This is an optimization exercise on Yosys and OpenROAD, whose aim is a short achievable clock period and few clock cycles, not a production implementation. Only simulation tests tie the RTL to the original design; equivalence was not proved. Power and IR drop assume default switching activity.

==> flow/design.v <==
module TopLevel(
	input logic Clk,
	input logic Rst,
	output logic[31:0] Imem_Addr,
	input logic[31:0] Imem_Data,
	output logic[31:0] Dmem_Addr,
	output logic[31:0] Dmem_Wr_Data,
	output logic Dmem_Write,
	output logic Dmem_Read,
	input logic[31:0] Dmem_Rd_Data);
	localparam logic[6:0] OP_R     = 7'b0110011;
	localparam logic[6:0] OP_I     = 7'b0010011;
	localparam logic[6:0] OP_LUI   = 7'b0110111;
	localparam logic[6:0] OP_AUIPC = 7'b0010111;
	localparam logic[6:0] OP_JAL   = 7'b1101111;
	localparam logic[6:0] OP_JALR  = 7'b1100111;
	localparam logic[6:0] OP_BR    = 7'b1100011;
	localparam logic[6:0] OP_LW    = 7'b0000011;
	localparam logic[6:0] OP_SW    = 7'b0100011;
	logic[31:0] pc;
	logic d_valid;
	logic[31:0] d_ir, d_pc;
	logic d_pred;
	logic e_valid;
	logic[31:0] e_a, e_b, e_sd, e_alt, e_const;
	logic[15:2] e_pc, e_btgt;
	logic e_btb_ok;
	logic[4:0] e_rd;
	logic e_wen, e_load, e_read, e_store, e_mul, e_br, e_jal, e_jalr, e_ptaken, e_auipc;
	logic[2:0] e_f3;
	logic e_x_eq, e_x_neq, e_x_lt, e_x_nlt, e_x_ltu, e_x_nltu;
	logic e_sel_add, e_sel_sub, e_sel_and, e_sel_or, e_sel_xor, e_sel_sll, e_sel_srl, e_sel_slt, e_sel_sltu, e_sel_const;
	logic e_sra;
	logic e_addv;
	logic[4:0] m_rd;
	logic m_wen, m_load, m_read, m_store, m_mul;
	logic[31:0] m_res, m_sdata;
	logic[4:0] w_rd;
	logic w_wen;
	logic[31:0] w_res;
	logic stall;
	logic d_redirect;
	logic[31:0] d_target;
	logic e_redirect;
	logic[31:0] e_target;
	logic btb_v[16];
	logic[9:0] btb_tag[16];
	logic[13:0] btb_tgt[16];
	logic[3:0] f_idx;
	logic btb_hit;
	logic[31:0] btb_target;
	logic[31:0] pc_plus4;
	logic[31:0] pc_next;
	assign f_idx = pc[5:2];
	assign btb_hit = btb_v[f_idx] && (btb_tag[f_idx] == pc[15:6]) && (pc[31:16] == 16'b0);
	assign btb_target = {16'b0, btb_tgt[f_idx], 2'b00};
	assign pc_plus4 = pc + 32'd4;
	always_comb begin
		if (e_redirect) pc_next = e_target;
		else if (stall) pc_next = pc;
		else if (d_redirect) pc_next = d_target;
		else if (btb_hit) pc_next = btb_target;
		else pc_next = pc_plus4;
	end
	always_ff @(posedge Clk) begin
		if (Rst) pc <= 32'b0;
		else pc <= pc_next;
	end
	assign Imem_Addr = pc;
	always_ff @(posedge Clk) begin
		if (Rst) d_valid <= 1'b0;
		else if (e_redirect) d_valid <= 1'b0;
		else if (!stall) d_valid <= !d_redirect;
	end
	always_ff @(posedge Clk) begin
		if (!stall) begin
			d_ir <= Imem_Data;
			d_pc <= pc;
			d_pred <= btb_hit;
		end
	end
	logic[6:0] opc;
	logic[2:0] f3;
	logic[6:0] f7;
	logic[4:0] rs1, rs2, rd;
	assign opc = d_ir[6:0];
	assign f3 = d_ir[14:12];
	assign f7 = d_ir[31:25];
	assign rs1 = d_ir[19:15];
	assign rs2 = d_ir[24:20];
	assign rd = d_ir[11:7];
	logic is_r, is_i, is_lui, is_auipc, is_jal, is_jalr, is_br, is_lw, is_sw, is_mul;
	assign is_r = (opc == OP_R);
	assign is_i = (opc == OP_I);
	assign is_lui = (opc == OP_LUI);
	assign is_auipc = (opc == OP_AUIPC);
	assign is_jal = (opc == OP_JAL);
	assign is_jalr = (opc == OP_JALR);
	assign is_br = (opc == OP_BR);
	assign is_lw = (opc == OP_LW);
	assign is_sw = (opc == OP_SW);
	assign is_mul = is_r && (f7 == 7'b0000001);
	logic uses_rs1, uses_rs2, writes_rd, uses_imm;
	assign uses_rs1 = is_r || is_i || is_jalr || is_br || is_lw || is_sw;
	assign uses_rs2 = is_r || is_br || is_sw;
	assign writes_rd = (is_r || is_i || is_lui || is_auipc || is_jal || is_jalr || is_lw) && (rd != 5'd0);
	assign uses_imm = is_i || is_jalr || is_lw || is_sw;
	logic[31:0] imm_i, imm_s, imm_b, imm_u, imm_j;
	assign imm_i = {{20{d_ir[31]}}, d_ir[31:20]};
	assign imm_s = {{20{d_ir[31]}}, d_ir[31:25], d_ir[11:7]};
	assign imm_b = {{19{d_ir[31]}}, d_ir[31], d_ir[7], d_ir[30:25], d_ir[11:8], 1'b0};
	assign imm_u = {d_ir[31:12], 12'b0};
	assign imm_j = {{11{d_ir[31]}}, d_ir[31], d_ir[19:12], d_ir[20], d_ir[30:21], 1'b0};
	logic[31:0] d_imm;
	assign d_imm = is_sw ? imm_s : imm_i;
	logic[31:0] d_pc4, d_btgt, d_auipc;
	assign d_pc4 = d_pc + 32'd4;
	assign d_btgt = d_pc + (is_jal ? imm_j : imm_b);
	assign d_auipc = d_pc + imm_u;
	logic[31:0] rf[32];
	always_ff @(posedge Clk) begin
		if (Rst) begin
			for (int i = 0; i < 32; i++) rf[i] <= 32'b0;
		end else if (w_wen) begin
			rf[w_rd] <= w_res;
		end
	end
	logic[31:0] rs1v, rs2v;
	always_comb begin
		if (rs1 == 5'd0) rs1v = 32'b0;
		else if (w_wen && (w_rd == rs1)) rs1v = w_res;
		else rs1v = rf[rs1];
		if (rs2 == 5'd0) rs2v = 32'b0;
		else if (w_wen && (w_rd == rs2)) rs2v = w_res;
		else rs2v = rf[rs2];
	end
	assign stall = d_valid && e_valid && (e_load || e_mul) &&
		((uses_rs1 && (rs1 == e_rd)) || (uses_rs2 && (rs2 == e_rd)));
	logic fe1, fm1, fe2, fm2;
	assign fe1 = e_wen && (e_rd == rs1);
	assign fm1 = m_wen && (m_rd == rs1);
	assign fe2 = e_wen && (e_rd == rs2);
	assign fm2 = m_wen && (m_rd == rs2);
	logic[31:0] alu, w_next, op1, op2;
	assign op1 = fe1 ? alu : (fm1 ? w_next : rs1v);
	assign op2 = fe2 ? alu : (fm2 ? w_next : rs2v);
	logic same_rs, same_taken;
	assign same_rs = (rs1 == rs2);
	assign same_taken = (f3 == 3'b000) || (f3 == 3'b101) || (f3 == 3'b111);
	logic zero_cand, sum_zero;
	assign zero_cand = is_br && (f3[2:1] == 2'b00) && e_wen && e_addv &&
		(((e_rd == rs1) && (rs2 == 5'd0)) || ((e_rd == rs2) && (rs1 == 5'd0)));
	always_comb begin
		sum_zero = !(e_a[0] ^ e_b[0]);
		for (int i = 0; i < 31; i++) sum_zero = sum_zero && ((e_a[i+1] ^ e_b[i+1]) == (e_a[i] | e_b[i]));
	end
	logic d_ptaken;
	assign d_ptaken = is_jal || (is_br && (same_rs ? same_taken :
		(zero_cand ? (sum_zero ^ f3[0]) : (d_pred || d_ir[31]))));
	logic jfuse;
	assign jfuse = is_jalr && e_auipc && (e_rd == rs1);
	logic[31:0] d_jtgt;
	assign d_jtgt = e_const + imm_i;
	always_comb begin
		d_redirect = 1'b0;
		d_target = d_btgt;
		if (d_valid && !stall) begin
			if (is_jal || is_br) begin
				d_redirect = (d_ptaken != d_pred);
				if (!d_ptaken) d_target = d_pc4;
			end else if (jfuse) begin
				d_redirect = 1'b1;
				d_target = d_jtgt;
			end else begin
				d_redirect = d_pred;
				d_target = d_pc4;
			end
		end
	end
	always_ff @(posedge Clk) begin
		if (Rst) begin
			e_valid <= 1'b0;
			e_wen <= 1'b0;
			e_load <= 1'b0;
			e_read <= 1'b0;
			e_store <= 1'b0;
			e_mul <= 1'b0;
			e_br <= 1'b0;
			e_jal <= 1'b0;
			e_jalr <= 1'b0;
			e_auipc <= 1'b0;
			e_x_eq <= 1'b0;
			e_x_neq <= 1'b0;
			e_x_lt <= 1'b0;
			e_x_nlt <= 1'b0;
			e_x_ltu <= 1'b0;
			e_x_nltu <= 1'b0;
		end else if (e_redirect || stall || !d_valid) begin
			e_valid <= 1'b0;
			e_wen <= 1'b0;
			e_load <= 1'b0;
			e_read <= 1'b0;
			e_store <= 1'b0;
			e_mul <= 1'b0;
			e_br <= 1'b0;
			e_jal <= 1'b0;
			e_jalr <= 1'b0;
			e_auipc <= 1'b0;
			e_x_eq <= 1'b0;
			e_x_neq <= 1'b0;
			e_x_lt <= 1'b0;
			e_x_nlt <= 1'b0;
			e_x_ltu <= 1'b0;
			e_x_nltu <= 1'b0;
		end else begin
			e_valid <= 1'b1;
			e_wen <= writes_rd;
			e_load <= is_lw && (rd != 5'd0);
			e_read <= is_lw;
			e_store <= is_sw;
			e_mul <= is_mul && (rd != 5'd0);
			e_br <= is_br;
			e_jal <= is_jal;
			e_jalr <= is_jalr && !jfuse;
			e_auipc <= is_auipc && (rd != 5'd0);
			e_x_eq <= is_br && ((f3 == 3'b000 && !d_ptaken) || (f3 == 3'b001 && d_ptaken));
			e_x_neq <= is_br && ((f3 == 3'b001 && !d_ptaken) || (f3 == 3'b000 && d_ptaken));
			e_x_lt <= is_br && ((f3 == 3'b100 && !d_ptaken) || (f3 == 3'b101 && d_ptaken));
			e_x_nlt <= is_br && ((f3 == 3'b101 && !d_ptaken) || (f3 == 3'b100 && d_ptaken));
			e_x_ltu <= is_br && ((f3 == 3'b110 && !d_ptaken) || (f3 == 3'b111 && d_ptaken));
			e_x_nltu <= is_br && ((f3 == 3'b111 && !d_ptaken) || (f3 == 3'b110 && d_ptaken));
		end
	end
	always_ff @(posedge Clk) begin
		e_a <= op1;
		e_b <= uses_imm ? d_imm : op2;
		e_sd <= op2;
		e_rd <= rd;
		e_f3 <= f3;
		e_pc <= d_pc[15:2];
		e_alt <= d_ptaken ? d_pc4 : d_btgt;
		e_btgt <= d_btgt[15:2];
		e_btb_ok <= (d_pc[31:16] == 16'b0) && (d_btgt[31:16] == 16'b0) && (d_btgt[1:0] == 2'b0);
		e_const <= is_lui ? imm_u : (is_auipc ? d_auipc : d_pc4);
		e_ptaken <= d_ptaken;
		e_addv <= (is_r && !is_mul && f3 == 3'b000 && !d_ir[30]) || (is_i && f3 == 3'b000);
		e_sel_add <= ((is_r && !is_mul && f3 == 3'b000 && !d_ir[30]) || (is_i && f3 == 3'b000) || is_lw || is_sw);
		e_sel_sub <= (is_r && f3 == 3'b000 && d_ir[30]);
		e_sel_sll <= ((is_r || is_i) && f3 == 3'b001);
		e_sel_slt <= ((is_r || is_i) && f3 == 3'b010);
		e_sel_sltu <= ((is_r || is_i) && f3 == 3'b011);
		e_sel_xor <= ((is_r || is_i) && f3 == 3'b100);
		e_sel_srl <= ((is_r || is_i) && f3 == 3'b101);
		e_sel_or <= ((is_r || is_i) && f3 == 3'b110);
		e_sel_and <= ((is_r || is_i) && f3 == 3'b111);
		e_sel_const <= is_lui || is_auipc || is_jal || is_jalr;
		e_sra <= d_ir[30];
	end
	logic[31:0] a, b, sd;
	assign a = e_a;
	assign b = e_b;
	assign sd = e_sd;
	logic[31:0] sum, diff, sh_l, sh_r;
	logic lt, ltu, eq;
	assign sum = a + b;
	assign diff = a - b;
	assign sh_l = a << b[4:0];
	assign sh_r = 32'($signed({e_sra & a[31], a}) >>> b[4:0]);
	assign eq = (a == b);
	logic[31:0] cl0, ce0, sl0, se0;
	logic[15:0] cl1, ce1, sl1, se1;
	logic[7:0] cl2, ce2, sl2, se2;
	logic[3:0] cl3, ce3, sl3, se3;
	logic[1:0] cl4, ce4, sl4, se4;
	always_comb begin
		cl0 = ~a & b;
		ce0 = ~(a ^ b);
		sl0 = {a[31] & ~b[31], cl0[30:0]};
		se0 = ce0;
		for (int i = 0; i < 16; i++) begin
			cl1[i] = cl0[2*i+1] | (ce0[2*i+1] & cl0[2*i]);
			ce1[i] = ce0[2*i+1] & ce0[2*i];
			sl1[i] = sl0[2*i+1] | (se0[2*i+1] & sl0[2*i]);
			se1[i] = se0[2*i+1] & se0[2*i];
		end
		for (int i = 0; i < 8; i++) begin
			cl2[i] = cl1[2*i+1] | (ce1[2*i+1] & cl1[2*i]);
			ce2[i] = ce1[2*i+1] & ce1[2*i];
			sl2[i] = sl1[2*i+1] | (se1[2*i+1] & sl1[2*i]);
			se2[i] = se1[2*i+1] & se1[2*i];
		end
		for (int i = 0; i < 4; i++) begin
			cl3[i] = cl2[2*i+1] | (ce2[2*i+1] & cl2[2*i]);
			ce3[i] = ce2[2*i+1] & ce2[2*i];
			sl3[i] = sl2[2*i+1] | (se2[2*i+1] & sl2[2*i]);
			se3[i] = se2[2*i+1] & se2[2*i];
		end
		for (int i = 0; i < 2; i++) begin
			cl4[i] = cl3[2*i+1] | (ce3[2*i+1] & cl3[2*i]);
			ce4[i] = ce3[2*i+1] & ce3[2*i];
			sl4[i] = sl3[2*i+1] | (se3[2*i+1] & sl3[2*i]);
			se4[i] = se3[2*i+1] & se3[2*i];
		end
		ltu = cl4[1] | (ce4[1] & cl4[0]);
		lt = sl4[1] | (se4[1] & sl4[0]);
	end
	assign alu = ({32{e_sel_add}} & sum) |
		({32{e_sel_sub}} & diff) |
		({32{e_sel_and}} & (a & b)) |
		({32{e_sel_or}} & (a | b)) |
		({32{e_sel_xor}} & (a ^ b)) |
		({32{e_sel_sll}} & sh_l) |
		({32{e_sel_srl}} & sh_r) |
		({32{e_sel_slt}} & {31'b0, lt}) |
		({32{e_sel_sltu}} & {31'b0, ltu}) |
		({32{e_sel_const}} & e_const);
	logic taken;
	always_comb begin
		case (e_f3)
			3'b000: taken = eq;
			3'b001: taken = !eq;
			3'b100: taken = lt;
			3'b101: taken = !lt;
			3'b110: taken = ltu;
			3'b111: taken = !ltu;
			default: taken = 1'b0;
		endcase
	end
	assign e_redirect = e_jalr || (e_x_eq && eq) || (e_x_neq && !eq) || (e_x_lt && lt) || (e_x_nlt && !lt) ||
		(e_x_ltu && ltu) || (e_x_nltu && !ltu);
	assign e_target = e_jalr ? sum : e_alt;
	logic u_set, u_clr;
	logic[3:0] u_idx;
	logic[9:0] u_tag;
	logic[13:0] u_tgt;
	always_ff @(posedge Clk) begin
		if (Rst) begin
			u_set <= 1'b0;
			u_clr <= 1'b0;
		end else begin
			u_set <= e_valid && (e_jal || (e_br && taken)) && e_btb_ok;
			u_clr <= e_valid && e_br && !taken;
		end
	end
	always_ff @(posedge Clk) begin
		u_idx <= e_pc[5:2];
		u_tag <= e_pc[15:6];
		u_tgt <= e_btgt;
	end
	always_ff @(posedge Clk) begin
		if (Rst) begin
			for (int i = 0; i < 16; i++) btb_v[i] <= 1'b0;
		end else if (u_set) begin
			btb_v[u_idx] <= 1'b1;
		end else if (u_clr) begin
			btb_v[u_idx] <= 1'b0;
		end
	end
	always_ff @(posedge Clk) begin
		if (u_set) begin
			btb_tag[u_idx] <= u_tag;
			btb_tgt[u_idx] <= u_tgt;
		end
	end
	logic[31:0][31:0] pp;
	logic[21:0][31:0] r1;
	logic[14:0][31:0] r2;
	logic[9:0][31:0] r3;
	logic[6:0][31:0] r4;
	logic[4:0][31:0] r5;
	logic[3:0][31:0] r6;
	always_comb begin
		for (int i = 0; i < 32; i++) pp[i] = b[i] ? (a << i) : 32'b0;
		for (int i = 0; i < 10; i++) begin
			r1[2*i] = pp[3*i] ^ pp[3*i+1] ^ pp[3*i+2];
			r1[2*i+1] = ((pp[3*i] & pp[3*i+1]) | (pp[3*i] & pp[3*i+2]) | (pp[3*i+1] & pp[3*i+2])) << 1;
		end
		r1[20] = pp[30];
		r1[21] = pp[31];
		for (int i = 0; i < 7; i++) begin
			r2[2*i] = r1[3*i] ^ r1[3*i+1] ^ r1[3*i+2];
			r2[2*i+1] = ((r1[3*i] & r1[3*i+1]) | (r1[3*i] & r1[3*i+2]) | (r1[3*i+1] & r1[3*i+2])) << 1;
		end
		r2[14] = r1[21];
		for (int i = 0; i < 5; i++) begin
			r3[2*i] = r2[3*i] ^ r2[3*i+1] ^ r2[3*i+2];
			r3[2*i+1] = ((r2[3*i] & r2[3*i+1]) | (r2[3*i] & r2[3*i+2]) | (r2[3*i+1] & r2[3*i+2])) << 1;
		end
		for (int i = 0; i < 3; i++) begin
			r4[2*i] = r3[3*i] ^ r3[3*i+1] ^ r3[3*i+2];
			r4[2*i+1] = ((r3[3*i] & r3[3*i+1]) | (r3[3*i] & r3[3*i+2]) | (r3[3*i+1] & r3[3*i+2])) << 1;
		end
		r4[6] = r3[9];
		for (int i = 0; i < 2; i++) begin
			r5[2*i] = r4[3*i] ^ r4[3*i+1] ^ r4[3*i+2];
			r5[2*i+1] = ((r4[3*i] & r4[3*i+1]) | (r4[3*i] & r4[3*i+2]) | (r4[3*i+1] & r4[3*i+2])) << 1;
		end
		r5[4] = r4[6];
		r6[0] = r5[0] ^ r5[1] ^ r5[2];
		r6[1] = ((r5[0] & r5[1]) | (r5[0] & r5[2]) | (r5[1] & r5[2])) << 1;
		r6[2] = r5[3];
		r6[3] = r5[4];
	end
	logic[3:0][31:0] m_mr;
	always_ff @(posedge Clk) begin
		if (Rst) begin
			m_wen <= 1'b0;
			m_load <= 1'b0;
			m_read <= 1'b0;
			m_store <= 1'b0;
			m_mul <= 1'b0;
		end else begin
			m_wen <= e_wen;
			m_load <= e_load;
			m_read <= e_read;
			m_store <= e_store;
			m_mul <= e_mul;
		end
	end
	always_ff @(posedge Clk) begin
		m_rd <= e_rd;
		m_res <= alu;
		m_sdata <= sd;
		m_mr <= r6;
	end
	assign Dmem_Addr = m_res;
	assign Dmem_Wr_Data = m_sdata;
	assign Dmem_Write = m_store;
	assign Dmem_Read = m_read;
	logic[31:0] q1s, q1c, q2s, q2c, mul_res;
	assign q1s = m_mr[0] ^ m_mr[1] ^ m_mr[2];
	assign q1c = ((m_mr[0] & m_mr[1]) | (m_mr[0] & m_mr[2]) | (m_mr[1] & m_mr[2])) << 1;
	assign q2s = q1s ^ q1c ^ m_mr[3];
	assign q2c = ((q1s & q1c) | (q1s & m_mr[3]) | (q1c & m_mr[3])) << 1;
	assign mul_res = q2s + q2c;
	assign w_next = m_load ? Dmem_Rd_Data : (m_mul ? mul_res : m_res);
	always_ff @(posedge Clk) begin
		if (Rst) w_wen <= 1'b0;
		else w_wen <= m_wen;
	end
	always_ff @(posedge Clk) begin
		w_rd <= m_rd;
		w_res <= w_next;
	end
endmodule
==> flow/flow/run.sh <==
#!/bin/bash
set -euo pipefail
bash standard.sh SETUP_SLACK_MARGIN=10.9 "BUFFER_PORTS_ARGS=-buffer_cell sky130_fd_sc_hd__buf_4" finish > standard.log 2>&1
==> flow/standard.sh <==
#!/bin/bash
# synth_recipe.tcl (not shown) runs the flow's synth.tcl, then flattens the netlist and writes it again
# the make line also repeats each setting of config.mk as NAME=value (left out here)
make -C /OpenROAD-flow-scripts/flow DESIGN_CONFIG=/design/flow/config.mk WORK_HOME=/design/flow/orfs CLKGATE_MAP_FILE= SYNTH_SCRIPT=/design/flow/synth_recipe.tcl "${@:-finish}"
==> flow/config.mk <==
export PLATFORM = sky130hd
export DESIGN_NAME = TopLevel
export DESIGN_NICKNAME = TopLevel
export VERILOG_FILES = /design/flow/design.v
export SDC_FILE = /design/flow/constraint.sdc
export NUM_CORES = 4
export LEC_CHECK = 0
export CAP_MARGIN = 40
export CORE_MARGIN = 2
export CORE_UTILIZATION = 40
export CTS_CLUSTER_DIAMETER = 100
export CTS_CLUSTER_SIZE = 20
export GPL_ROUTABILITY_DRIVEN = 1
export PLACE_DENSITY = 0.6
export SLEW_MARGIN = 20
==> flow/constraint.sdc <==
create_clock -name core_clock -period 15.0 [get_ports {Clk}]
set_input_delay 3.0000 -clock core_clock [delete_from_list [all_inputs] [get_ports {Clk}]]
set_output_delay 3.0000 -clock core_clock [all_outputs]
set_load 0.01 [all_outputs]
==> metrics.md, run 1 <==
| Metric | Value |
|---|---|
| Status | finished clean |
| Hold Vio Cnt, Final | 0 |
| Max H-tree Level | 3 |
| Max_slew headroom | 33.52% |
| Register bit total from synthesis | 1971 |
| DP Cell Count | 13040 |
| Final GP Congestion | 0.9997 |
| Die area | 297000 um^2 |
| Setup crit end kind | flop |
| Layout fillers | 25260 |
| Gate Count Post-Synth | 9350 |
| Via-per-instance ratio | 6.216 |
| Die Ht | 545.0 um |
| Core area | 291100 um^2 |
| TritonRoute pass-1 iters | 6 |
| ANT nets after route | 0 |
| Worst Path Arrival | 5.22 ns |
| Crit path cell chain | inv_2, buf_12, nor2_2, fa_1, inv_1, fa_1, fa_1, fa_1, inv_2, fa_2, xnor2_2, xnor2_1, xnor2_1, xnor2_1, xnor2_1, xnor2_1 |
| Area delta synth->final | 19.50% |
| CP Max Fanout | 12 |
| Setup TNS | 0 ns |
| Register area | 54760 um^2 |
| Syn_area_per_cell | 12.52 um^2 |
| Final nets | 10610 |
| CP max stage cell | fa_1 |
| Drt drc | 0 |
| Clk root buf | clkbuf_16 |
| Synth area leader | edfxtp_1 |
| Post-route clock period utilization | 29.80% |
| Post-route cell area | 139900 um^2 |
| Seq/Total Area, Yosys | 46.44% |
| Number of global-route vias before repair | 84850 |
| DR vias | 85880 |
| Largest net degree at the start of global routing | 113 |
| Synth top area cells | edfxtp_1 38%, mux4_2 16%, dfxtp_1 8.2% |
| Setup crit start kind | flop |
| Clk slew on worst S/H paths | 0.08 ns |
| Clock skew | 0.06450 ns |
| Count leader, synth | edfxtp_1 |
| Share of the synthesized area in the top cell type | 38.19% |
| Max-slew violations | 0 |
| Worst skew pair latency | 0.85 ns |
| # IOs | 164 |
| EDFF count, synth | 1489 |
| Footprint of the multi-input gates | 62170 um^2 |
| Worst EP required | 15.75 ns |
| Worst slew pin tran | 0.9867 ns |
| Worst path max stage delay | 0.57 ns |
| Global-route wire length before repair | 654.4 mm |
| CP Class | reg -> reg |
| Area after DPL | 124900 um^2 |
| Layout cell share with drive strength beyond 1 | 30.30% |
| Post-DP HPWL | 312.3 mm |
| Most common cell on crit path | xnor2_1 |
| Final setup fails | 0 |
| Post-synth ARST share | 0% |
| Unrepaired setup endpoints after global routing | yes |
| Hold_buf cts | 0 |
| Yosys warns | 1 |
| CTS tree | done |
| Initial antenna violation count | 42 |
| Most instantiated cells after synthesis | 1489 x edfxtp_1, 1041 x and2_1, 824 x mux4_2, 811 x nor2_1, 566 x inv_1 |
| FMAX | 223.7 MHz |
| Unique cell type count in the Yosys netlist | 96 |
| I/O Buffers | 163 |
| Grt ovf | 0 |
| Post-Syn Area | 117100 um^2 |
| Min-Delay Path Depth | 0 |
| PD cells | 120.7 nW/um^2 |
| Leak Pwr | 0.05209 uW |
| Synth Flop Type | edfxtp_1 |
| Rows | 198 |
| Die width | 545.0 um |
| Reg2reg path depth | 16 |
| Fin crit period | 4.470 ns |
| Starting Density | 40.22% |
| Wirelength per Cell | 34.39 um |
| Hold crit path type | reg -> reg |
| Clk sink count | 1971 |
| Non-Filler Instances | 13820 |
| Detailed Route WL | 475.0 mm |
| Total global-route track usage | 31.42% |
| Peak supply drop | 0.0002276 V |
| Total CTS buffers | 116 |
| 1st-iter DRT viols | 11760 |
| Maximum clock insertion buffer count | 3 |
| Max_cap viols | 0 |
-- per-stage QoR --
step           total power, uW  util [%]  hold WS, ns  worst slack, ns
2_1_floorplan            10000         -       0.3096            10.26
3_3_place_gp             12010     42.40       0.3128            8.085
3_5_place_dp             12140     42.90       0.3135            8.915
4_1_cts                  16490     47.05       0.3133            10.54
5_1_grt                  17620     48.05       0.3147            10.41
6_report                 16890     48.06       0.3062            10.53
-- cells in the final DEF (no fill, tap or decap), drive strengths merged, types with 32 or more instances in the layout --
cell      instances
mux2i           175
nor2            812
nor3             91
dfxtp           482
a22oi            38
nor2b            42
and2           1042
o21a             32
fa              420
edfxtp         1489
o21ai           276
clkbuf          202
o211ai           35
xnor2           214
buf            1006
nand4            35
nand2           507
a21o             51
nor4             40
nand3            87
a211oi           77
o21bai           33
and3             35
mux4            824
xor2            102
clkinvlp         43
o22ai            50
ha              326
inv             539
a21oi           350
-- worst paths after layout --
kind                                   startpoint          endpoint  slack, ns
worst min-delay path            e_btgt[5]$_DFF_P_  u_tgt[3]$_DFF_P_       0.31
worst min register to register  e_btgt[5]$_DFF_P_  u_tgt[3]$_DFF_P_       0.31
worst max-delay path               e_b[7]$_DFF_P_  m_mr[31]$_DFF_P_      10.53
worst max register to register     e_b[7]$_DFF_P_  m_mr[31]$_DFF_P_      10.53
-- per-layer routing --
metal,up-vias,wire (um),track usage [%]
met4,8,36150,19.80
met5,-,46,0
li1,34750,-,-
met3,1306,52790,7.765
met1,44300,176300,40.52
met2,5514,209700,47.46
-- power by group --
part           internal (uW)  total [uW]  switching [uW]  leakage [uW]
clock network           1570        3560            2000       0.00174
registers               6180        6420             246        0.0191
logic                   2850        6900            4050        0.0312
total                  10600       16900            6290        0.0521
-- worst max-delay path, delay by kind of cell (launching register included) --
kind | cells | cell delay (ns)
adder cells (fa/ha/maj) | 5 | 2.43
buffers and inverters | 4 | 0.42
flip-flops | 1 | 0.40
AND/OR/NAND/NOR | 1 | 0.06
XOR/XNOR | 6 | 1.02
-- sequential cells by signal, indices dropped and copies added (netlist names), 68 cells and up, named ones only --
| name | cells |
|---|---|
| rf | 1024 |
| btb_tgt | 224 |
| btb_tag | 160 |
| m_mr | 68 |
-- kinds of logic after synthesis --
group / Yosys count / synth area share (%)
AOI/OAI and AO/OA: 1215 / 6.702
xor gates and xnor gates: 316 / 2.364
adders and majority gates: 746 / 10.67
buffers and inverters: 1292 / 4.234
DFF: 1971 / 46.44
muxes: 1027 / 17.62
and+or+nand+nor: 2783 / 11.98
-- cell type report --
type	count	area share (%)
Clock buffer	194	2.329
Sequential cell	1971	39.14
Clock inverter	26	0.3068
Antenna cell	14	0.02504
Multi-Input combinational cell	6090	44.44
Tap cell	3900	3.488
Timing Repair Buffer	1033	8.452
Inverter	583	1.777
Timing Repair inverter	4	0.03578
-- what timing repair did --
item | CTS | global route
hold endpoints to repair | 0 | 0
endpoints found under the setup margin | 2194 | 480
cloned | 31 | 9
resized for setup | 1184 | 412
pin swaps | 284 | 274
buffers inserted | 381 | 116
Testbench counts, summed over its fixed seeds: cycles 27,001.
==> run 2, diff against run 1 <==
--- a/flow/design.v
+++ b/flow/design.v
@@ -267,42 +267,5 @@
 	assign sh_l = a << b[4:0];
 	assign sh_r = 32'($signed({e_sra & a[31], a}) >>> b[4:0]);
-	assign eq = (a == b);
-	logic[31:0] cl0, ce0, sl0, se0;
-	logic[15:0] cl1, ce1, sl1, se1;
-	logic[7:0] cl2, ce2, sl2, se2;
-	logic[3:0] cl3, ce3, sl3, se3;
-	logic[1:0] cl4, ce4, sl4, se4;
-	always_comb begin
-		cl0 = ~a & b;
-		ce0 = ~(a ^ b);
-		sl0 = {a[31] & ~b[31], cl0[30:0]};
-		se0 = ce0;
-		for (int i = 0; i < 16; i++) begin
-			cl1[i] = cl0[2*i+1] | (ce0[2*i+1] & cl0[2*i]);
-			ce1[i] = ce0[2*i+1] & ce0[2*i];
-			sl1[i] = sl0[2*i+1] | (se0[2*i+1] & sl0[2*i]);
-			se1[i] = se0[2*i+1] & se0[2*i];
-		end
-		for (int i = 0; i < 8; i++) begin
-			cl2[i] = cl1[2*i+1] | (ce1[2*i+1] & cl1[2*i]);
-			ce2[i] = ce1[2*i+1] & ce1[2*i];
-			sl2[i] = sl1[2*i+1] | (se1[2*i+1] & sl1[2*i]);
-			se2[i] = se1[2*i+1] & se1[2*i];
-		end
-		for (int i = 0; i < 4; i++) begin
-			cl3[i] = cl2[2*i+1] | (ce2[2*i+1] & cl2[2*i]);
-			ce3[i] = ce2[2*i+1] & ce2[2*i];
-			sl3[i] = sl2[2*i+1] | (se2[2*i+1] & sl2[2*i]);
-			se3[i] = se2[2*i+1] & se2[2*i];
-		end
-		for (int i = 0; i < 2; i++) begin
-			cl4[i] = cl3[2*i+1] | (ce3[2*i+1] & cl3[2*i]);
-			ce4[i] = ce3[2*i+1] & ce3[2*i];
-			sl4[i] = sl3[2*i+1] | (se3[2*i+1] & sl3[2*i]);
-			se4[i] = se3[2*i+1] & se3[2*i];
-		end
-		ltu = cl4[1] | (ce4[1] & cl4[0]);
-		lt = sl4[1] | (se4[1] & sl4[0]);
-	end
+	Compare cmp(.a(a), .b(b), .eq(eq), .lt(lt), .ltu(ltu));
 	assign alu = ({32{e_sel_add}} & sum) |
 		({32{e_sel_sub}} & diff) |
@@ -363,43 +326,6 @@
 		end
 	end
-	logic[31:0][31:0] pp;
-	logic[21:0][31:0] r1;
-	logic[14:0][31:0] r2;
-	logic[9:0][31:0] r3;
-	logic[6:0][31:0] r4;
-	logic[4:0][31:0] r5;
 	logic[3:0][31:0] r6;
-	always_comb begin
-		for (int i = 0; i < 32; i++) pp[i] = b[i] ? (a << i) : 32'b0;
-		for (int i = 0; i < 10; i++) begin
-			r1[2*i] = pp[3*i] ^ pp[3*i+1] ^ pp[3*i+2];
-			r1[2*i+1] = ((pp[3*i] & pp[3*i+1]) | (pp[3*i] & pp[3*i+2]) | (pp[3*i+1] & pp[3*i+2])) << 1;
-		end
-		r1[20] = pp[30];
-		r1[21] = pp[31];
-		for (int i = 0; i < 7; i++) begin
-			r2[2*i] = r1[3*i] ^ r1[3*i+1] ^ r1[3*i+2];
-			r2[2*i+1] = ((r1[3*i] & r1[3*i+1]) | (r1[3*i] & r1[3*i+2]) | (r1[3*i+1] & r1[3*i+2])) << 1;
-		end
-		r2[14] = r1[21];
-		for (int i = 0; i < 5; i++) begin
-			r3[2*i] = r2[3*i] ^ r2[3*i+1] ^ r2[3*i+2];
-			r3[2*i+1] = ((r2[3*i] & r2[3*i+1]) | (r2[3*i] & r2[3*i+2]) | (r2[3*i+1] & r2[3*i+2])) << 1;
-		end
-		for (int i = 0; i < 3; i++) begin
-			r4[2*i] = r3[3*i] ^ r3[3*i+1] ^ r3[3*i+2];
-			r4[2*i+1] = ((r3[3*i] & r3[3*i+1]) | (r3[3*i] & r3[3*i+2]) | (r3[3*i+1] & r3[3*i+2])) << 1;
-		end
-		r4[6] = r3[9];
-		for (int i = 0; i < 2; i++) begin
-			r5[2*i] = r4[3*i] ^ r4[3*i+1] ^ r4[3*i+2];
-			r5[2*i+1] = ((r4[3*i] & r4[3*i+1]) | (r4[3*i] & r4[3*i+2]) | (r4[3*i+1] & r4[3*i+2])) << 1;
-		end
-		r5[4] = r4[6];
-		r6[0] = r5[0] ^ r5[1] ^ r5[2];
-		r6[1] = ((r5[0] & r5[1]) | (r5[0] & r5[2]) | (r5[1] & r5[2])) << 1;
-		r6[2] = r5[3];
-		r6[3] = r5[4];
-	end
+	MulTree mul_tree(.a(a), .b(b), .rows(r6));
 	logic[3:0][31:0] m_mr;
 	always_ff @(posedge Clk) begin
@@ -444,2 +370,90 @@
 	end
 endmodule
+module MulTree(
+	input logic[31:0] a,
+	input logic[31:0] b,
+	output logic[3:0][31:0] rows);
+	logic[31:0][31:0] pp;
+	logic[21:0][31:0] r1;
+	logic[14:0][31:0] r2;
+	logic[9:0][31:0] r3;
+	logic[6:0][31:0] r4;
+	logic[4:0][31:0] r5;
+	always_comb begin
+		for (int i = 0; i < 32; i++) pp[i] = b[i] ? (a << i) : 32'b0;
+		for (int i = 0; i < 10; i++) begin
+			r1[2*i] = pp[3*i] ^ pp[3*i+1] ^ pp[3*i+2];
+			r1[2*i+1] = ((pp[3*i] & pp[3*i+1]) | (pp[3*i] & pp[3*i+2]) | (pp[3*i+1] & pp[3*i+2])) << 1;
+		end
+		r1[20] = pp[30];
+		r1[21] = pp[31];
+		for (int i = 0; i < 7; i++) begin
+			r2[2*i] = r1[3*i] ^ r1[3*i+1] ^ r1[3*i+2];
+			r2[2*i+1] = ((r1[3*i] & r1[3*i+1]) | (r1[3*i] & r1[3*i+2]) | (r1[3*i+1] & r1[3*i+2])) << 1;
+		end
+		r2[14] = r1[21];
+		for (int i = 0; i < 5; i++) begin
+			r3[2*i] = r2[3*i] ^ r2[3*i+1] ^ r2[3*i+2];
+			r3[2*i+1] = ((r2[3*i] & r2[3*i+1]) | (r2[3*i] & r2[3*i+2]) | (r2[3*i+1] & r2[3*i+2])) << 1;
+		end
+		for (int i = 0; i < 3; i++) begin
+			r4[2*i] = r3[3*i] ^ r3[3*i+1] ^ r3[3*i+2];
+			r4[2*i+1] = ((r3[3*i] & r3[3*i+1]) | (r3[3*i] & r3[3*i+2]) | (r3[3*i+1] & r3[3*i+2])) << 1;
+		end
+		r4[6] = r3[9];
+		for (int i = 0; i < 2; i++) begin
+			r5[2*i] = r4[3*i] ^ r4[3*i+1] ^ r4[3*i+2];
+			r5[2*i+1] = ((r4[3*i] & r4[3*i+1]) | (r4[3*i] & r4[3*i+2]) | (r4[3*i+1] & r4[3*i+2])) << 1;
+		end
+		r5[4] = r4[6];
+		rows[0] = r5[0] ^ r5[1] ^ r5[2];
+		rows[1] = ((r5[0] & r5[1]) | (r5[0] & r5[2]) | (r5[1] & r5[2])) << 1;
+		rows[2] = r5[3];
+		rows[3] = r5[4];
+	end
+endmodule
+module Compare(
+	input logic[31:0] a,
+	input logic[31:0] b,
+	output logic eq,
+	output logic lt,
+	output logic ltu);
+	assign eq = (a == b);
+	logic[31:0] cl0, ce0, sl0, se0;
+	logic[15:0] cl1, ce1, sl1, se1;
+	logic[7:0] cl2, ce2, sl2, se2;
+	logic[3:0] cl3, ce3, sl3, se3;
+	logic[1:0] cl4, ce4, sl4, se4;
+	always_comb begin
+		cl0 = ~a & b;
+		ce0 = ~(a ^ b);
+		sl0 = {a[31] & ~b[31], cl0[30:0]};
+		se0 = ce0;
+		for (int i = 0; i < 16; i++) begin
+			cl1[i] = cl0[2*i+1] | (ce0[2*i+1] & cl0[2*i]);
+			ce1[i] = ce0[2*i+1] & ce0[2*i];
+			sl1[i] = sl0[2*i+1] | (se0[2*i+1] & sl0[2*i]);
+			se1[i] = se0[2*i+1] & se0[2*i];
+		end
+		for (int i = 0; i < 8; i++) begin
+			cl2[i] = cl1[2*i+1] | (ce1[2*i+1] & cl1[2*i]);
+			ce2[i] = ce1[2*i+1] & ce1[2*i];
+			sl2[i] = sl1[2*i+1] | (se1[2*i+1] & sl1[2*i]);
+			se2[i] = se1[2*i+1] & se1[2*i];
+		end
+		for (int i = 0; i < 4; i++) begin
+			cl3[i] = cl2[2*i+1] | (ce2[2*i+1] & cl2[2*i]);
+			ce3[i] = ce2[2*i+1] & ce2[2*i];
+			sl3[i] = sl2[2*i+1] | (se2[2*i+1] & sl2[2*i]);
+			se3[i] = se2[2*i+1] & se2[2*i];
+		end
+		for (int i = 0; i < 2; i++) begin
+			cl4[i] = cl3[2*i+1] | (ce3[2*i+1] & cl3[2*i]);
+			ce4[i] = ce3[2*i+1] & ce3[2*i];
+			sl4[i] = sl3[2*i+1] | (se3[2*i+1] & sl3[2*i]);
+			se4[i] = se3[2*i+1] & se3[2*i];
+		end
+		ltu = cl4[1] | (ce4[1] & cl4[0]);
+		lt = sl4[1] | (se4[1] & sl4[0]);
+	end
+endmodule
--- a/flow/config.mk
+++ b/flow/config.mk
@@ -14,2 +14,3 @@
 export PLACE_DENSITY = 0.6
 export SLEW_MARGIN = 20
+export SYNTH_HIERARCHICAL = 1
==> run 2 against run 1 <==
Effect of this change:
- still clean on timing, DRC and antenna
- utilization shrank 0.95 points
- register-to-register slack gained 0.08 ns
- clock-buffer cell count shrank 23
- die area grew 4.3%
- setup slack lost 0.094 ns
- flip-flop and latch count grew 60
- clock power grew 1%
- synthesized cell count grew 4.5%
- maximum frequency shrank 2.1%
- critical path type is now reg -> out
- largest cell class unchanged
- largest power group unchanged
==> metrics.md, run 2 <==
| Metric | Value |
|---|---|
| Largest regs | rf (1024), btb_tgt (224), btb_tag (160) |
| Hold Vio Cnt, Final | 0 (unchanged) |
| Clk root buf | clkbuf_16 |
| Number of global-route vias before repair | 85430 (+0.68%) |
| Hold crit path type | reg -> reg |
| Largest net degree at the start of global routing | 98 (-13%) |
| Register area | 56090 um^2 (+2.4%) |
| Seq/Total Area, Yosys | 45.51% (-0.93 points) |
| Via-per-instance ratio | 6.239 (+0.37%) |
| Setup TNS | 0 ns (unchanged) |
| Clk sink count | 2031 (+3.0%) |
| Fin crit period | 4.564 ns (+0.09440 ns) |
| Max reg flops | 1024 (unchanged) |
| Routing usage on met2 | 44.28% (-3.2 points) |
| Yosys warns | 9 (+8) |
| Peak supply drop | 0.0001613 V (-29%) |
| CP Max Fanout | 2 (-10) |
| Worst Path Arrival | 1.56 ns (-3.66 ns) |
| Global-route wire length before repair | 657.0 mm (+0.39%) |
| Hold_buf cts | 0 (unchanged) |
| Setup crit start kind | flop |
| Area delta synth->final | 17.02% |
| Synth Flop Type | edfxtp_1 |
| Final nets | 10970 (+3.4%) |
| PD cells | 131.3 nW/um^2 (+8.8%) |
| Die area | 309600 um^2 (+4.3%) |
| Worst slew pin tran | 1.109 ns (+0.1220 ns) |
| Count leader, synth | edfxtp_1 |
| Worst EP required | 12.00 ns (-3.75 ns) |
| Final Power | 18760 uW (+11%) |
| Busiest layer in global routing | met2 |
| Max H-tree Level | 3 (unchanged) |
| Clk slew on worst S/H paths | 0.09 ns (about the same) |
| Post-Syn Area | 122100 um^2 (+4.3%) |
| Biggest register | rf |
| Final setup fails | 0 (unchanged) |
| Worst skew pair latency | 0.97 ns (+0.12 ns) |
| Clock skew | 0.1375 ns (+0.07298 ns) |
| Gate Count Post-Synth | 9767 (+4.5%) |
| Leak Pwr | 0.05348 uW (+2.7%) |
| Maximum clock insertion buffer count | 4 (+1) |
| DR vias | 88570 (+3.1%) |
| Final GP Congestion | 1.021 (+2.1%) |
| Wirelength per Cell | 33.84 um (-1.6%) |
| Synth top area cells | edfxtp_1 37%, mux4_2 15%, dfxtp_1 8.9% |
| Synth area leader | edfxtp_1 |
| Max_slew headroom | 23.97% (-9.6 points) |
| 1st-iter DRT viols | 12780 (+8.6%) |
| Setup crit end kind | output port |
| Die Ht | 556.5 um (+2.1%) |
| Most common cell after layout, fill and taps aside | edfxtp_1 |
| Total CTS buffers | 124 (+6.9%) |
| Most instantiated cells after synthesis | 1489 x edfxtp_1, 1344 x and2_1, 811 x mux4_2, 592 x inv_1, 586 x nand2_1 |
| # IOs | 164 (unchanged) |
| Max_cap viols | 0 (unchanged) |
| GR Layer Usage met1 | 39.65% (-0.87 points) |
| Initial antenna violation count | 56 (+33%) |
| Syn_area_per_cell | 12.50 um^2 (-0.17%) |
| Grt ovf | 0 (unchanged) |
| Post-synth ARST share | 0% (unchanged) |
| Core area | 303300 um^2 (+4.2%) |
| ANT nets after route | 0 (unchanged) |
| Final Core Density | 47.10% (-0.95 points) |
| Status | finished clean |
| Detailed Route WL | 480.3 mm (+1.1%) |
| CP Class | reg -> out |
| Met3 usage | 8.822% (+1.1 points) |
| Unique cell type count in the Yosys netlist | 113 (+18%) |
| Register bit total from synthesis | 2031 (+3.0%) |
| Rows | 202 (+2.0%) |
| Highest-count cells in the layout ignoring fill and taps | 1489 x edfxtp_1, 1284 x and2_1, 811 x mux4_2, 560 x nand2_1, 539 x inv_1 |
| Drt drc | 0 (unchanged) |
| TritonRoute pass-1 iters | 8 (+2) |
| FMAX | 219.1 MHz (-2.1%) |
| Starting Density | 40.25% (about the same) |
| I/O Buffers | 163 (unchanged) |
| Footprint of the multi-input gates | 65290 um^2 (+5.0%) |
| Layout fillers | 26580 (+5.2%) |
| EDFF count, synth | 1489 (unchanged) |
| Post-route clock period utilization | 30.43% (+0.63 points) |
| Post-DP HPWL | 307.7 mm (-1.5%) |
| Layout cell share with drive strength beyond 1 | 27.83% (-2.5 points) |
| CTS tree | done |
| Unrepaired setup endpoints after global routing | yes |
| Total global-route track usage | 29.98% (-1.4 points) |
| Die width | 556.5 um (+2.1%) |
| Share of the synthesized area in the top cell type | 36.62% (-1.6 points) |
| Max-slew violations | 0 (unchanged) |
[run 2: cell types whose count changed after synthesis, moves of 50 or more]
cell / change
a21oi_1: -50
and2_1: +303
buf_4: +65
dfxtp_1: +60
fa_1: +51
nand2_1: +79
nor2_1: -344
[run 2: worst max-delay path, stage by stage, from the launching register on]
cell and delay (ns):
dfxtp_2 0.33, buf_6 0.14, buf_6 0.12
[run 2: final timing paths]
path                            from             endpoint  slack [ns]  cells past startpoint
setup reg to reg    m_mr[75]$_DFF_P_      e_a[20]$_DFF_P_       10.61                     15
hold / removal      e_sd[28]$_DFF_P_  m_sdata[28]$_DFF_P_        0.33                      0
hold reg to reg     e_sd[28]$_DFF_P_  m_sdata[28]$_DFF_P_        0.33                      0
setup / recovery  pc[6]$_SDFFE_PP0N_         Imem_Addr[6]       10.44                      2
[run 2: report_power, final]
group          internal (uW)  leakage [uW]  switching [uW]
logic                   3590        0.0323            4840
clock network           1600       0.00176            2010
registers               6370        0.0195             345
total                  11600        0.0535            7190
[run 2: modules after synthesis, one instance, submodules excluded]
module | cell area (um^2) | cells
TopLevel | 107100 | 8123
Compare | 842.1 | 115
MulTree | 14140 | 1529
[run 2: final cells by class]
| type | instances | area share (%) |
|---|---|---|
| multi-input cells | 6480 | 45.70 |
| flip-flops and latches | 2031 | 39.26 |
| repair buffers | 896 | 7.393 |
| well taps | 3978 | 3.484 |
| clock buffers | 171 | 2.325 |
| inverters | 598 | 1.585 |
| clock inverters | 24 | 0.2242 |
| diodes | 17 | 0.02978 |
[run 2: per-layer routing]
layer,routed length [um],part of all wire [%],up-vias
li1,-,-,36070
met1,179700,37,45370
met2,205400,43,5824
met3,61260,13,1270
met4,33730,7.0,34
met5,238,0.050,-
[run 2: repair_timing]
action	4_1_cts	5_1_grt
gates resized for setup	925	503
gates cloned	90	24
buffers inserted	275	139
pin swaps	230	302
endpoints found under the setup margin	2086	509
[run 2: logic make-up (layout without fill, tap and decap cells)]
| family | count (synthesis) | after routing | share of synthesized area, % |
|---|---|---|---|
| compound gates | 1317 | 1317 | 7.243 |
| xor+xnor | 299 | 299 | 2.181 |
| fa+ha+maj | 770 | 770 | 10.79 |
| buf+inv | 1370 | 1689 | 4.537 |
| flops | 2031 | 2031 | 45.51 |
| mux | 1017 | 1017 | 16.79 |
| other cells | 1 | 77 | 0.003072 |
| simple gates | 2962 | 3017 | 12.94 |
[run 2: stage by stage]
stage / instances / hold WS (ns) / setup WS (ns) / instance area (um^2)
5_1_grt: 14180 / 0.3339 / 10.42 / 142800
3_5_place_dp: 13430 / 0.3121 / 9.098 / 127900
3_3_place_gp: 13390 / 0.3116 / 8.929 / 127300
4_1_cts: 13990 / 0.3321 / 10.40 / 139000
2_1_floorplan: 9826 / 0.3096 / 10.51 / 123000
6_report: 14200 / 0.3302 / 10.44 / 142900
Testbench counts of run 2, summed over its fixed seeds: cycles 27,001.
==> run 3, diff against run 2 <==
--- a/flow/design.v
+++ b/flow/design.v
@@ -21,5 +21,5 @@
 	logic d_valid;
 	logic[31:0] d_ir, d_pc;
-	logic d_pred;
+	logic d_pred, d_fhibad;
 	logic e_valid;
 	logic[31:0] e_a, e_b, e_sd, e_alt, e_const;
@@ -56,11 +56,24 @@
 	assign btb_target = {16'b0, btb_tgt[f_idx], 2'b00};
 	assign pc_plus4 = pc + 32'd4;
+	logic f_is_jal, f_pt, f_cj, f_cb, f_hibad;
+	logic[15:0] f_imm_j, f_imm_b, f_lo_j, f_lo_b;
+	FetchDecode f_dec(.ins(Imem_Data), .is_jal(f_is_jal), .pt(f_pt));
+	assign f_imm_j = {Imem_Data[15:12], Imem_Data[20], Imem_Data[30:21], 1'b0};
+	assign f_imm_b = {{4{Imem_Data[31]}}, Imem_Data[7], Imem_Data[30:25], Imem_Data[11:8], 1'b0};
+	FetchAdd f_add_j(.a(pc[15:0]), .b(f_imm_j), .s(f_lo_j), .co(f_cj));
+	FetchAdd f_add_b(.a(pc[15:0]), .b(f_imm_b), .s(f_lo_b), .co(f_cb));
+	assign f_hibad = f_is_jal ? ((f_cj != Imem_Data[31]) || (Imem_Data[19:16] != {4{Imem_Data[31]}})) :
+		(f_cb != Imem_Data[31]);
+	logic[31:0] pc_rest;
+	logic f_use;
 	always_comb begin
-		if (e_redirect) pc_next = e_target;
-		else if (stall) pc_next = pc;
-		else if (d_redirect) pc_next = d_target;
-		else if (btb_hit) pc_next = btb_target;
-		else pc_next = pc_plus4;
-	end
+		if (stall) pc_rest = pc;
+		else if (d_redirect) pc_rest = d_target;
+		else if (btb_hit) pc_rest = btb_target;
+		else pc_rest = pc_plus4;
+	end
+	assign f_use = f_pt && !(e_redirect || stall || d_redirect || btb_hit);
+	PcSel pc_sel(.use_e(e_redirect), .use_j(f_use && f_is_jal), .use_b(f_use && !f_is_jal),
+		.e_target(e_target), .hi(pc[31:16]), .lo_j(f_lo_j), .lo_b(f_lo_b), .rest(pc_rest), .y(pc_next));
 	always_ff @(posedge Clk) begin
 		if (Rst) pc <= 32'b0;
@@ -77,5 +90,6 @@
 			d_ir <= Imem_Data;
 			d_pc <= pc;
-			d_pred <= btb_hit;
+			d_pred <= btb_hit || f_pt;
+			d_fhibad <= !btb_hit && f_pt && f_hibad;
 		end
 	end
@@ -116,5 +130,5 @@
 	logic[31:0] d_pc4, d_btgt, d_auipc;
 	assign d_pc4 = d_pc + 32'd4;
-	assign d_btgt = d_pc + (is_jal ? imm_j : imm_b);
+	assign d_btgt = d_pc + (d_ir[3] ? imm_j : imm_b);   
 	assign d_auipc = d_pc + imm_u;
 	logic[31:0] rf[32];
@@ -167,5 +181,5 @@
 		if (d_valid && !stall) begin
 			if (is_jal || is_br) begin
-				d_redirect = (d_ptaken != d_pred);
+				d_redirect = (d_ptaken != d_pred) || (d_ptaken && d_fhibad);
 				if (!d_ptaken) d_target = d_pc4;
 			end else if (jfuse) begin
@@ -458,2 +472,33 @@
 	end
 endmodule
+module FetchAdd(
+	input logic[15:0] a,
+	input logic[15:0] b,
+	output logic[15:0] s,
+	output logic co);
+	assign {co, s} = {1'b0, a} + {1'b0, b};
+endmodule
+module FetchDecode(
+	input logic[31:0] ins,
+	output logic is_jal,
+	output logic pt);
+	logic is_br, same, same_taken;
+	assign is_jal = (ins[6:0] == 7'b1101111);
+	assign is_br = (ins[6:0] == 7'b1100011);
+	assign same = (ins[19:15] == ins[24:20]);
+	assign same_taken = (ins[14:12] == 3'b000) || (ins[14:12] == 3'b101) || (ins[14:12] == 3'b111);
+	assign pt = is_jal || (is_br && (same ? same_taken : ins[31]));
+endmodule
+module PcSel(
+	input logic use_e,
+	input logic use_j,
+	input logic use_b,
+	input logic[31:0] e_target,
+	input logic[15:0] hi,
+	input logic[15:0] lo_j,
+	input logic[15:0] lo_b,
+	input logic[31:0] rest,
+	output logic[31:0] y);
+	assign y = ({32{use_e}} & e_target) | ({32{use_j}} & {hi, lo_j}) | ({32{use_b}} & {hi, lo_b}) |
+		({32{!use_e && !use_j && !use_b}} & rest);
+endmodule
==> run 3 against run 2 <==
Effect of this change:
- still clean
- utilization is 0.80 points higher
- wire length grew 6.8%
- power rose by 5.0%
- register-to-register slack worse by 0.08 ns
- critical path depth rose by 7
- cell area is 3.6% higher
==> metrics.md, run 3 <==
| Metric | Value |
|---|---|
| CP Max Fanout | 9 (+7) |
| 1st-iter DRT viols | 12500 (-2.2%) |
| Grt ovf | 0 (unchanged) |
| Biggest register | rf |
| Die width | 561.2 um (+0.86%) |
| Final GP Congestion | 1.034 (+1.3%) |
| I/O Buffers | 163 (unchanged) |
| Clock skew | 0.1085 ns (-0.02900 ns) |
| CP Class | in -> reg |
| Share of the synthesized area in the top cell type | 36.02% (-0.60 points) |
| Setup crit end kind | flop |
| Status | finished clean |
| Die area | 315000 um^2 (+1.7%) |
| ANT nets after route | 0 (unchanged) |
| TritonRoute pass-1 iters | 9 (+1) |
| Max_slew headroom | 29.11% (+5.1 points) |
| # IOs | 164 (unchanged) |
| Setup ws final | 10.47 ns (+0.03700 ns) |
| Clk root buf | clkbuf_16 |
| Worst EP required | 15.66 ns (+3.66 ns) |
| Detailed Route WL | 513.2 mm (+6.8%) |
| Seq/Total Area, Yosys | 44.70% (-0.82 points) |
| Most common cell after layout, fill and taps aside | edfxtp_1 |
| Area delta synth->final | 19.12% |
| Post-route clock period utilization | 30.18% (-0.25 points) |
| CP max stage cell | a2111oi_0 |
| Via-per-instance ratio | 6.217 (-0.35%) |
| Highest-count cells in the layout ignoring fill and taps | 1490 x edfxtp_1, 1305 x and2_1, 795 x mux4_2, 594 x nand2_1, 497 x inv_1 |
| Gate Count Post-Synth | 10110 (+3.5%) |
| Hold Vio Cnt, Final | 0 (unchanged) |
| Crit path cell chain | buf_4, ha_1, and2_2, nor3_1, a2111oi_0, o311ai_1, a222oi_1, o21ai_2, nor2b_1 |
| Largest net degree at the start of global routing | 87 (-11%) |
| DP Worst Slack | 8.629 ns (-0.4689 ns) |
| Syn_area_per_cell | 12.29 um^2 (-1.7%) |
| Total CTS buffers | 120 (-3.2%) |
| Number of global-route vias before repair | 89730 (+5.0%) |
| Most instantiated cells after synthesis | 1490 x edfxtp_1, 1367 x and2_1, 795 x mux4_2, 618 x nand2_1, 581 x inv_1 |
| Setup TNS | 0 ns (unchanged) |
| Final setup fails | 0 (unchanged) |
| Die Ht | 561.2 um (+0.86%) |
| EDFF count, synth | 1490 (+0.067%) |
| Final nets | 11420 (+4.1%) |
| CTS tree | done |
| Max_cap viols | 0 (unchanged) |
| Wirelength per Cell | 34.68 um (+2.5%) |
| Synth area leader | edfxtp_1 |
| Yosys warns | 9 (unchanged) |
| Max H-tree Level | 3 (unchanged) |
| Clk slew on worst S/H paths | 0.09 ns (about the same) |
| Fin crit period | 4.527 ns (-0.03700 ns) |
| Worst skew pair latency | 0.88 ns (-0.09 ns) |
| Rows | 204 (+0.99%) |
| Count leader, synth | edfxtp_1 |
| Core area | 308800 um^2 (+1.8%) |
| Drt drc | 0 (unchanged) |
| Setup crit start kind | input pin |
| Total global-route track usage | 31.57% (+1.6 points) |
| DR vias | 92010 (+3.9%) |
| Maximum clock insertion buffer count | 3 (-1) |
| Starting Density | 40.22% (about the same) |
| Peak supply drop | 0.0001738 V (+7.7%) |
| Clk sink count | 2028 (-0.15%) |
| Layout cell share with drive strength beyond 1 | 28.58% (+0.75 points) |
| Synth Flop Type | edfxtp_1 |
| Leak Pwr | 0.05572 uW (+4.2%) |
| Layout fillers | 26970 (+1.5%) |
| PD cells | 133.2 nW/um^2 (+1.4%) |
| Unique cell type count in the Yosys netlist | 112 (-0.88%) |
| FMAX | 220.9 MHz (+0.82%) |
| Final Core Density | 47.90% (+0.80 points) |
| Worst path max stage delay | 0.51 ns (+0.18 ns) |
| Worst Path Arrival | 5.19 ns (+3.63 ns) |
| Synth top area cells | edfxtp_1 36%, mux4_2 14%, dfxtp_1 8.7% |
| Global-route wire length before repair | 700.8 mm (+6.7%) |
| Register bit total from synthesis | 2028 (-0.15%) |
| Initial antenna violation count | 44 (-21%) |
| Max-slew violations | 0 (unchanged) |
| Largest regs | rf (1024), btb_tgt (224), btb_tag (160) |
| Unrepaired setup endpoints after global routing | yes |
| Post-Syn Area | 124200 um^2 (+1.7%) |
| Worst slew pin tran | 1.063 ns (-0.04540 ns) |
| Post-DP HPWL | 326.1 mm (+6.0%) |
| Max reg flops | 1024 (unchanged) |
| Register area | 55960 um^2 (-0.23%) |
| Post-synth ARST share | 0% (unchanged) |
| Hold crit path type | reg -> reg |
| Footprint of the multi-input gates | 67470 um^2 (+3.3%) |
[run 3: changes by cell type after synthesis, moves of 22 or more]
cell | previous run | this run
a21o_1 | 88 | 117
a21oi_1 | 300 | 350
a221o_1 | 20 | 42
and2_1 | 1344 | 1367
clkbuf_1 | 543 | 572
ha_1 | 299 | 331
mux2_2 | 22 | 71
nand2_1 | 586 | 618
nor2b_1 | 44 | 75
nor3_1 | 112 | 85
o21ai_0 | 280 | 326
xnor2_1 | 207 | 230
[run 3: area by class of cell]
class,count,share of cell area (%)
diodes,26,0.04398
clock buffers,201,2.272
clock inverters,24,0.2326
inverters,589,1.515
multi-input cells,6768,45.60
flip-flops and latches,2028,37.83
well taps,4120,3.484
repair buffers,1044,9.023
[run 3: cells by family (layout without fill, tap and decap cells)]
| kind of cell | Yosys count | after routing | synth area share (%) |
|---|---|---|---|
| and+or+nand+nor | 3047 | 3081 | 13.15 |
| AOI/OAI and AO/OA | 1441 | 1442 | 7.724 |
| other | 2 | 88 | 0.006047 |
| DFF | 2028 | 2028 | 44.70 |
| adders and majority gates | 804 | 804 | 10.96 |
| xor gates and xnor gates | 332 | 332 | 2.364 |
| muxes | 1047 | 1047 | 16.52 |
| buffers and inverters | 1408 | 1858 | 4.587 |
[run 3: Yosys stat by module (local to each module, per instance)]
module	area, um^2	flops+latches
TopLevel	106700	2028
MulTree	14140	0
Compare	842.1	0
PcSel	703.2	0
FetchDecode	123.9	0
FetchAdd	855.8	0
[run 3: metal layers]
| metal | vias up | wire (um) | track usage [%] |
|---|---|---|---|
| li1 | 37400 | - | - |
| met1 | 47170 | 182500 | 38.31 |
| met2 | 5955 | 232400 | 49.87 |
| met3 | 1477 | 53460 | 7.764 |
| met4 | 22 | 44740 | 21.28 |
| met5 | - | 174 | 0.04518 |
[run 3: repair_timing]
action / in CTS / in global routing
hold buffers: 0 / 0
gates cloned: 87 / 16
pin swaps: 319 / 302
buffers inserted: 376 / 149
endpoints found under the setup margin: 2170 / 611
gates resized for setup: 1118 / 467
[run 3: final timing paths]
kind              startpoint                end  slack, ns  cells past startpoint
max reg2reg  e_b[24]$_DFF_P_   pc[4]$_SDFF_PP0_      10.53                     21
min          e_pc[4]$_DFF_P_   u_idx[2]$_DFF_P_       0.29                      0
max            Imem_Data[31]  pc[14]$_SDFF_PP0_      10.47                      9
min reg2reg  e_pc[4]$_DFF_P_   u_idx[2]$_DFF_P_       0.29                      0
[run 3: report_power, final]
part	switching, uW	internal (uW)	leakage [uW]	total (uW)
Sequential	342	6370	0.0195	6710
Clock	2070	1570	0.00176	3640
Combinational	5410	3940	0.0344	9360
Total	7820	11900	0.0557	19700
[run 3: metrics by stage]
stage                     hold slack, ns  power (uW)  cells  instance area, um^2
after global routing              0.2823       20410  14780               147900
final                             0.2858       19710  14800               147900
after global placement            0.3120       13770  13880               130000
after detailed placement          0.3121       13900  13920               130500
after floorplan                   0.3096       11110  10170               125400
after CTS                         0.2806       18720  14600               144200
[run 3: critical path: cells and delay by family]
family / cells / cell delay [ns]
compound gates: 4 / 1.18
simple gates: 3 / 0.46
fa+ha+maj: 1 / 0.38
buf+inv: 1 / 0.16
Testbench counts of run 3, summed over its fixed seeds: cycles 26,396.
==> run 4, diff against run 3 <==
--- a/flow/design.v
+++ b/flow/design.v
@@ -21,5 +21,5 @@
 	logic d_valid;
 	logic[31:0] d_ir, d_pc;
-	logic d_pred, d_fhibad;
+	logic d_pred, d_fpred;
 	logic e_valid;
 	logic[31:0] e_a, e_b, e_sd, e_alt, e_const;
@@ -56,13 +56,11 @@
 	assign btb_target = {16'b0, btb_tgt[f_idx], 2'b00};
 	assign pc_plus4 = pc + 32'd4;
-	logic f_is_jal, f_pt, f_cj, f_cb, f_hibad;
+	logic f_is_jal, f_pt;
 	logic[15:0] f_imm_j, f_imm_b, f_lo_j, f_lo_b;
 	FetchDecode f_dec(.ins(Imem_Data), .is_jal(f_is_jal), .pt(f_pt));
 	assign f_imm_j = {Imem_Data[15:12], Imem_Data[20], Imem_Data[30:21], 1'b0};
 	assign f_imm_b = {{4{Imem_Data[31]}}, Imem_Data[7], Imem_Data[30:25], Imem_Data[11:8], 1'b0};
-	FetchAdd f_add_j(.a(pc[15:0]), .b(f_imm_j), .s(f_lo_j), .co(f_cj));
-	FetchAdd f_add_b(.a(pc[15:0]), .b(f_imm_b), .s(f_lo_b), .co(f_cb));
-	assign f_hibad = f_is_jal ? ((f_cj != Imem_Data[31]) || (Imem_Data[19:16] != {4{Imem_Data[31]}})) :
-		(f_cb != Imem_Data[31]);
+	FetchAdd f_add_j(.a(pc[15:0]), .b(f_imm_j), .s(f_lo_j));
+	FetchAdd f_add_b(.a(pc[15:0]), .b(f_imm_b), .s(f_lo_b));
 	logic[31:0] pc_rest;
 	logic f_use;
@@ -91,5 +89,5 @@
 			d_pc <= pc;
 			d_pred <= btb_hit || f_pt;
-			d_fhibad <= !btb_hit && f_pt && f_hibad;
+			d_fpred <= !btb_hit && f_pt;
 		end
 	end
@@ -172,4 +170,7 @@
 	assign d_ptaken = is_jal || (is_br && (same_rs ? same_taken :
 		(zero_cand ? (sum_zero ^ f3[0]) : (d_pred || d_ir[31]))));
+	logic d_hibad;
+	assign d_hibad = d_fpred && (((pc[15:0] < d_pc[15:0]) != d_ir[31]) ||
+		(d_ir[3] && (d_ir[19:16] != {4{d_ir[31]}})));
 	logic jfuse;
 	assign jfuse = is_jalr && e_auipc && (e_rd == rs1);
@@ -181,5 +182,5 @@
 		if (d_valid && !stall) begin
 			if (is_jal || is_br) begin
-				d_redirect = (d_ptaken != d_pred) || (d_ptaken && d_fhibad);
+				d_redirect = (d_ptaken != d_pred) || (d_ptaken && d_hibad);
 				if (!d_ptaken) d_target = d_pc4;
 			end else if (jfuse) begin
@@ -475,7 +476,6 @@
 	input logic[15:0] a,
 	input logic[15:0] b,
-	output logic[15:0] s,
-	output logic co);
-	assign {co, s} = {1'b0, a} + {1'b0, b};
+	output logic[15:0] s);
+	assign s = a + b;
 endmodule
 module FetchDecode(
==> run 4 against run 3 <==
Effect of this change:
- sequential power down 1%
- hold slack improved by 0.033 ns
- synthesized cell count is 0.76% lower
- sequential share of layout area up 0.12 points
- combinational power decreased by 6.0%
- critical path depth up 9
- still clean on timing, DRC and antenna
- clock-buffer cell count decreased by 24
- cell area down 0.37%
- clock power about the same
- largest cell class unchanged
- clock skew fell by 0.027 ns
- highest routed layer unchanged
- cell count fell by 0.39%
- setup slack worse by 0.12 ns
- critical path type is now reg -> reg
==> metrics.md, run 4 <==
| Metric | Value |
|---|---|
| Drt drc | 0 (unchanged) |
| Status | finished clean |
| Setup TNS | 0 ns (unchanged) |
| Max reg flops | 1024 (unchanged) |
| Clock skew | 0.08128 ns (-0.02720 ns) |
| Gate Count Post-Synth | 10030 (-0.76%) |
| NetSw | 7389 uW (-5.5%) |
| Wirelength per Cell | 34.89 um (+0.62%) |
| Area delta synth->final | 18.84% |
| Count leader, synth | edfxtp_1 |
| Setup ws final | 10.36 ns (-0.1153 ns) |
| Post-route clock period utilization | 30.95% (+0.77 points) |
| Worst Hold Margin | 0.3187 ns (+0.03290 ns) |
| Clk root buf | clkbuf_16 |
| Worst slew pin tran | 0.9983 ns (-0.06509 ns) |
| Core area | 308600 um^2 (about the same) |
| Starting Density | 40.19% (about the same) |
| Most instantiated cells after synthesis | 1490 x edfxtp_1, 1352 x and2_1, 824 x mux4_2, 623 x inv_1, 581 x nand2_1 |
| Logic gate share of total power | 46.1% (-1.4 points) |
| Seq pwr share | 34.7% (+0.6 points) |
| Total global-route track usage | 31.86% (+0.29 points) |
| Hold endpoint | u_idx[0]$_DFF_P_ |
| Clk sink count | 2028 (unchanged) |
| Setup crit start kind | flop |
| CP Class | reg -> reg |
| Post-DP HPWL | 335.1 mm (+2.8%) |
| Flop2flop setup slack | 10.36 ns (-0.17 ns) |
| DP Worst Slack | 8.023 ns (-0.6052 ns) |
| EDFF count, synth | 1490 (unchanged) |
| Total CTS buffers | 120 (unchanged) |
| Hold crit path type | reg -> reg |
| Register bit total from synthesis | 2028 (unchanged) |
| Max_slew headroom | 32.74% (+3.6 points) |
| Largest regs | rf (1024), btb_tgt (224), btb_tag (160) |
-- run 4: worst max-delay path, stage by stage, from the launching register on --
cell	delay, ns
dfxtp_2	0.33
fa_1	0.55
fa_1	0.42
ha_2	0.23
buf_6	0.12
buf_6	0.11
a211oi_4	0.21
o211a_1	0.26
o22ai_4	0.11
a221o_2	0.45
a31oi_4	0.26
buf_6	0.15
a21boi_4	0.04
or3_4	0.34
a311oi_4	0.40
buf_4	0.19
o31ai_4	0.07
o21ai_2	0.12
o21ai_4	0.14
-- run 4: cells by family (layout without fill, tap and decap cells) --
| kind of cell | count (synthesis) | count (layout) | share of synthesized area, % |
|---|---|---|---|
| mux | 1056 | 1056 | 16.90 |
| compound gates | 1381 | 1382 | 7.296 |
| simple gates | 3005 | 3042 | 12.98 |
| xor+xnor | 336 | 336 | 2.396 |
| other cells | 2 | 96 | 0.006055 |
| fa+ha+maj | 817 | 817 | 11.10 |
| flops | 2028 | 2028 | 44.76 |
| buf+inv | 1407 | 1865 | 4.557 |
-- run 4: through the flow --
stage               cell area (um^2)  utilization (%)  total power, uW
floorplan                     125200                -            11050
global placement              129900            42.11            13490
detailed placement            131000            42.44            13570
CTS                           144900            46.94            18530
global route                  147300            47.74            19830
finish                        147400            47.77            19090
-- run 4: area by class of cell --
class / count / area share (%)
Multi-Input combinational cell: 6695 / 45.64
Timing Repair Buffer: 1031 / 8.746
Tap cell: 4120 / 3.497
Sequential cell: 2028 / 37.95
Antenna cell: 34 / 0.05772
Inverter: 627 / 1.607
Clock buffer: 177 / 2.218
Clock inverter: 30 / 0.2894
-- run 4: modules after synthesis, one instance, submodules excluded --
module | flip-flops and latches | area (um^2) | cells | copies in the design
FetchAdd | 0 | 724.4 | 98 | 2
TopLevel | 2028 | 106800 | 8075 | 1
MulTree | 0 | 14140 | 1529 | 1
Compare | 0 | 842.1 | 115 | 1
PcSel | 0 | 703.2 | 98 | 1
FetchDecode | 0 | 123.9 | 19 | 1
-- run 4: timing repair --
item,4_1_cts,5_1_grt
hold buffers,0,0
setup buffers,374,100
resized for setup,1251,306
cloned,89,13
pin swaps,350,256
endpoints found under the hold margin,0,0
setup endpoints to repair,2156,720
-- run 4: power groups by stage --
stage	sequential (uW)	clock (uW)	combinational [uW]
after global placement	6760	0	6720
after floorplan	6670	0	4380
final	6630	3650	8800
after detailed placement	6770	0	6790
after global routing	6660	3870	9300
after CTS	6630	3680	8220
-- run 4: metal layers --
metal / track usage (%) / up-vias / share of wire, %
met5: 0.1807 / - / 0.028
met4: 19.89 / 22 / 8.0
met3: 9.598 / 1427 / 11
met2: 48.50 / 5866 / 44
met1: 39.68 / 46890 / 37
li1: - / 37150 / -
-- run 4: how the worst max path moves through the flow --
| stage | startpoint | slack [ns] | end | cells past startpoint |
|---|---|---|---|---|
| finish | m_mr[65]$_DFF_P_ | 10.36 | e_b[26]$_DFF_P_ | 18 |
| global route | m_mr[65]$_DFF_P_ | 10.29 | e_a[29]$_DFF_P_ | 19 |
| CTS | pc[4]$_SDFF_PP0_ | 10.32 | Imem_Addr[4] | 3 |
| detailed placement | d_ir[19]$_DFFE_PN_ | 8.02 | pc[29]$_SDFF_PP0_ | 17 |
| global placement | d_ir[19]$_DFFE_PN_ | 7.23 | pc[24]$_SDFF_PP0_ | 17 |
| floorplan | Imem_Data[21] | 10.02 | pc[23]$_SDFF_PP0_ | 13 |
Testbench counts of run 4, summed over its fixed seeds: cycles 26,396.

==> what the ideal ports hide <==
The results above use ideal ports. As a check the final layouts listed here were re-extracted and re-timed, cells and wires unchanged. Step 1 sets driving cells, clkbuf_16 on the clock port and buf_2 on the other inputs (assumed; they add their load-dependent delay and slew). Step 2, shift: input delay + t, output delay - t, t = (earliest + latest rising clock arrival at the registers) / 2. This alone moves slack from input paths to output paths. Three values: no drivers, after step 1, after step 2; two values: the first two.
run | t (ns) | setup WS [ns]
run 1 | 0.920 | 10.530 / 10.454 / 9.999
run 2 | 1.008 | 10.436 / 10.334 / 9.880
run 3 | 0.930 | 10.473 / 10.380 / 9.591
run 4 | 0.918 | 10.357 / 10.280 / 9.571
After both steps setup and hold are still met in every run listed.
